This design comes from an exercise in tuning for small area, a short achievable clock period and few clock cycles per item on the open sky130 flow, not from production work. In this exercise RTL edits were held to simulation tests only and were not proved equivalent to the original. Power figures rest on the tool's default switching activity, not on a simulated workload.

Setup of wip/quartz:
==> flow/design.v (excerpt) <==
module alu_unit (
    input             clk,
    input             rst,
    input             in_valid,
    output            in_ready,
    input      [3:0]  op,
    input      [31:0] a,
    input      [31:0] b,
    output            out_valid,
    output     [63:0] result
);
For scale: ~2800 cells after synthesis, about 140 I/O pins, ~20000 um^2 of cells after synthesis.
==> flow/config.mk <==
export PLATFORM = sky130hd
export DESIGN_NAME = alu_unit
export DESIGN_NICKNAME = alu_unit
export VERILOG_FILES = /design/flow/design.v
export SDC_FILE = /design/flow/constraint.sdc
export NUM_CORES = 4
export LEC_CHECK = 0
export ABC_AREA = 1
export CAP_MARGIN = 20
export CORE_MARGIN = 2
export CORE_UTILIZATION = 55
export PLACE_DENSITY = 0.7
export SLEW_MARGIN = 10
==> flow/constraint.sdc <==
create_clock -name core_clock -period 85.0 [get_ports {clk}]
set_input_delay 17.0000 -clock core_clock [delete_from_list [all_inputs] [get_ports {clk}]]
set_output_delay 17.0000 -clock core_clock [all_outputs]
set_load 0.01 [all_outputs]
standard.sh (not shown) runs the stock make flow with config.mk's settings and CLKGATE_MAP_FILE= SYNTH_SCRIPT=/design/flow/synth_recipe.tcl, a recipe that flattens the netlist after the stock synthesis.
==> flow/flow/run.sh <==
#!/bin/bash
# The standard layout (standard synthesis and ORFS steps unchanged) with
# two differences: the port buffers are buf_1 cells instead of the default
# delay buffer, and after the floorplan the flip-flops that drive the result
# port get the next drive strength of the same cell (dfxtp_1 -> dfxtp_2).
set -euo pipefail
export BUFFER_PORTS_ARGS="-buffer_cell sky130_fd_sc_hd__buf_1"
RES=orfs/results/${FLOW_PLATFORM}/alu_unit/base
bash standard.sh synth > synth.log 2>&1
bash standard.sh floorplan > floorplan.log 2>&1
cat > upsize.tcl <<EOS
read_liberty $FLOW_HOME/platforms/$FLOW_PLATFORM/lib/sky130_fd_sc_hd__tt_025C_1v80.lib
read_db $RES/2_floorplan.odb
set n 0
foreach inst [get_cells rr*] {
  set m [get_property \$inst ref_name]
  if {\$m eq "sky130_fd_sc_hd__dfxtp_1"} {
    replace_cell \$inst sky130_fd_sc_hd__dfxtp_2
    incr n
  }
}
puts "upsized \$n result flip-flops"
write_db $RES/2_floorplan.odb
EOS
openroad -no_init -exit upsize.tcl > upsize.log 2>&1
bash standard.sh place > place.log 2>&1
bash standard.sh cts > cts.log 2>&1
bash standard.sh route > route.log 2>&1
bash standard.sh finish > finish.log 2>&1
Every stage of the flow completed for wip/quartz, and the final layout passed the timing, DRC and antenna checks.
Testbench counts of wip/quartz, summed over its fixed seeds: cycles 40,837, items 24,000.
The inputs of wip/indigo differ from those of wip/quartz as listed below.
# wip/quartz
export LEC_CHECK = 0
export ABC_AREA = 1
export CAP_MARGIN = 20
export CORE_MARGIN = 2
export CORE_UTILIZATION = 55
export PLACE_DENSITY = 0.7
export SLEW_MARGIN = 10
create_clock -name core_clock -period 85.0 [get_ports {clk}]
# wip/indigo
export LEC_CHECK = 0
export ABC_AREA = 1
export CAP_MARGIN = 15
export CORE_MARGIN = 2
export CORE_UTILIZATION = 50
export PLACE_DENSITY = 0.75
export SLEW_MARGIN = 10
create_clock -name core_clock -period 85.0 [get_ports {clk}]
Results
wip/indigo finished end to end and its layout was clean on timing, DRC and antenna. Going from wip/quartz to wip/indigo, the transition time of the tightest slew-check pin was found to have gone up by 160 ps. When the final numbers for wip/indigo and wip/quartz were put side by side, the number of ordinary and repair buffers in the finished layout turned out to be greater in wip/quartz. | vertical die dimension | wip/indigo vs wip/quartz | 9.2 um higher |.
diff inputs: wip/indigo => wip/pepper
# wip/indigo
export LEC_CHECK = 0
export ABC_AREA = 1
export CAP_MARGIN = 15
export CORE_MARGIN = 2
export CORE_UTILIZATION = 50
export PLACE_DENSITY = 0.75
export SLEW_MARGIN = 10
create_clock -name core_clock -period 85.0 [get_ports {clk}]
# wip/pepper
export LEC_CHECK = 0
export ABC_AREA = 1
export CAP_MARGIN = 10
export CORE_MARGIN = 2
export CORE_UTILIZATION = 50
export SLEW_MARGIN = 10
create_clock -name core_clock -period 85.0 [get_ports {clk}]
==> run summary <==
Delta (wip/pepper minus wip/indigo): final core utilization up 0.23 points, cell area picked up an extra 0.43%, clock network power share higher.
wip/pepper: done, clean on timing, DRC and antenna
[compare] base=wip/indigo new=wip/pepper: logic depth of the worst setup path including buffers saw little to no change, worst setup slack saw an increase, combinational share of power saw a decrease.
Relative to wip/pepper, the following input files were edited for wip/zinc:
# wip/pepper
export LEC_CHECK = 0
export ABC_AREA = 1
export CAP_MARGIN = 10
export CORE_MARGIN = 2
export CORE_UTILIZATION = 50
export SLEW_MARGIN = 10
create_clock -name core_clock -period 85.0 [get_ports {clk}]
# wip/zinc
export LEC_CHECK = 0
export ABC_AREA = 1
export CAP_MARGIN = 10
export CORE_MARGIN = 2
export CORE_UTILIZATION = 50
export GPL_TIMING_DRIVEN = 0
export SLEW_MARGIN = 10
create_clock -name core_clock -period 85.0 [get_ports {clk}]
Findings:
Nothing crashed in wip/zinc and all stages finished; the problem is that the final layout failed, the offending checks being capacitance limit, slew limit.
Looking at combined global-route utilization of all metal layers, wip/zinc sits above wip/pepper.
Between wip/zinc and wip/pepper, antenna diode instance count is lower for wip/pepper, wip/zinc comes in above that.
Compared wip/pepper against wip/zinc; cell area after technology mapping within noise.
Looking at share of total power in combinational logic, wip/zinc sits 0.7 points higher than wip/pepper does.
The count of pins on the block boundary of wip/zinc and that of wip/pepper are within noise of each other.
The lower wire length of wip/zinc and wip/pepper is in wip/pepper.
Clock network fraction of design power in wip/zinc vs wip/pepper: down 2.2 points
Against wip/pepper, wip/zinc comes in about 3% higher on combinational power.
Any difference in sequential standard cell area between wip/pepper and wip/zinc is small enough to ignore.
Summary of the comparison: core utilization is higher in wip/zinc, relative to wip/pepper.

---

== lane 1 ==
alu_unit, a different RTL version from the one above (not shown whole).
Size in the first run: about 170 flip-flops, ~140 I/O pins, roughly 22,000 um2 of cells after synthesis.
## alu_unit
module alu_unit (
    input             clk,
    input             rst,
    input             in_valid,
    output            in_ready,
    input      [3:0]  op,
    input      [31:0] a,
    input      [31:0] b,
    output            out_valid,
    output     [63:0] result
);
Settings: LEC_CHECK=0, CAP_MARGIN=20, CORE_MARGIN=2, CORE_UTILIZATION=40, SLEW_MARGIN=20; clock period 85.0 ns.
==> flow/flow/run.sh <==
#!/bin/bash
set -euo pipefail
export BUFFER_PORTS_ARGS="-buffer_cell sky130_fd_sc_hd__buf_2"
bash standard.sh synth > synth.log 2>&1
bash standard.sh floorplan > floorplan.log 2>&1
bash standard.sh place > place.log 2>&1
bash standard.sh cts > cts.log 2>&1
bash standard.sh route > route.log 2>&1
bash standard.sh finish > finish.log 2>&1
Lane 1 finished end to end and its layout was clean on timing, DRC and antenna.
Testbench counts of lane 1, summed over its fixed seeds: cycles 40,837, items 24,000.
Input changes introduced in lane 2 (baseline for comparison: lane 1):
==> flow/run.sh (new file) <==
#!/bin/bash
# synth_recipe.tcl (not shown) runs the flow's synth.tcl, then flattens the netlist and writes it again
# the make line also repeats each setting of config.mk as NAME=value (left out here)
make -C /OpenROAD-flow-scripts/flow DESIGN_CONFIG=/design/flow/config.mk WORK_HOME=/design/flow/orfs CLKGATE_MAP_FILE= SYNTH_SCRIPT=/design/flow/synth_recipe.tcl finish
removed: flow/flow/run.sh
removed: flow/standard.sh
==> run summary <==
- Changes observed in lane 2 relative to lane 1: remaining routing DRC violations was more or less identical, maximum frequency went down by 1.1 MHz, clock-buffer cell count went down by 1.
- Delta (lane 2 minus lane 1): worst setup margin moved down, final weighted congestion in routability-driven placement moved up, relative area change from synthesis to final layout moved up.
- Power: lane 2 draws more than lane 1
- NOTE clock power lane 1->lane 2 decreased by a few percent
- [diff] number of vias after detailed routing, lane 2 relative to lane 1: regression
- STATUS number of DRC violations after detailed-routing iteration 0: lane 2 loses against lane 1
- Comparing lane 2 and lane 1, overall track demand over capacity in global routing is higher on lane 2.

==> what the ideal ports hide <==
How much do the figures lean on ideal ports? The routed layouts below were timed once more, with nothing changed but the port constraints. Step 1: set_driving_cell puts a clkbuf_16 on clk and a buf_2 on each other input, an assumption about the parent block. Step 2 times the ports against the registers' clock, not the clock port: input delays grow and output delays shrink by t, the midpoint of the rising clock arrivals with the driver on. Three values: no drivers, after step 1, after step 2; two values: the first two.
run	t, ns	setup slack, ns	clock arrival spread, ns
wip/quartz	0.530	66.793 / 66.736 / 66.986	0.021 / 0.022
wip/indigo	0.528	66.770 / 66.712 / 67.009	0.019 / 0.019
wip/pepper	0.528	66.837 / 66.783 / 66.973	0.019 / 0.019
wip/zinc	0.533	66.731 / 66.677 / 66.918	0.025 / 0.024
lane 1	0.556	66.607 / 66.546 / 66.582	0.014 / 0.013
lane 2	0.572	66.218 / 66.152 / 66.055	0.020 / 0.020
For lane 2, which loses most, drivers alone change the setup slack by -0.066 ns; drivers and shift together by -0.163 ns.
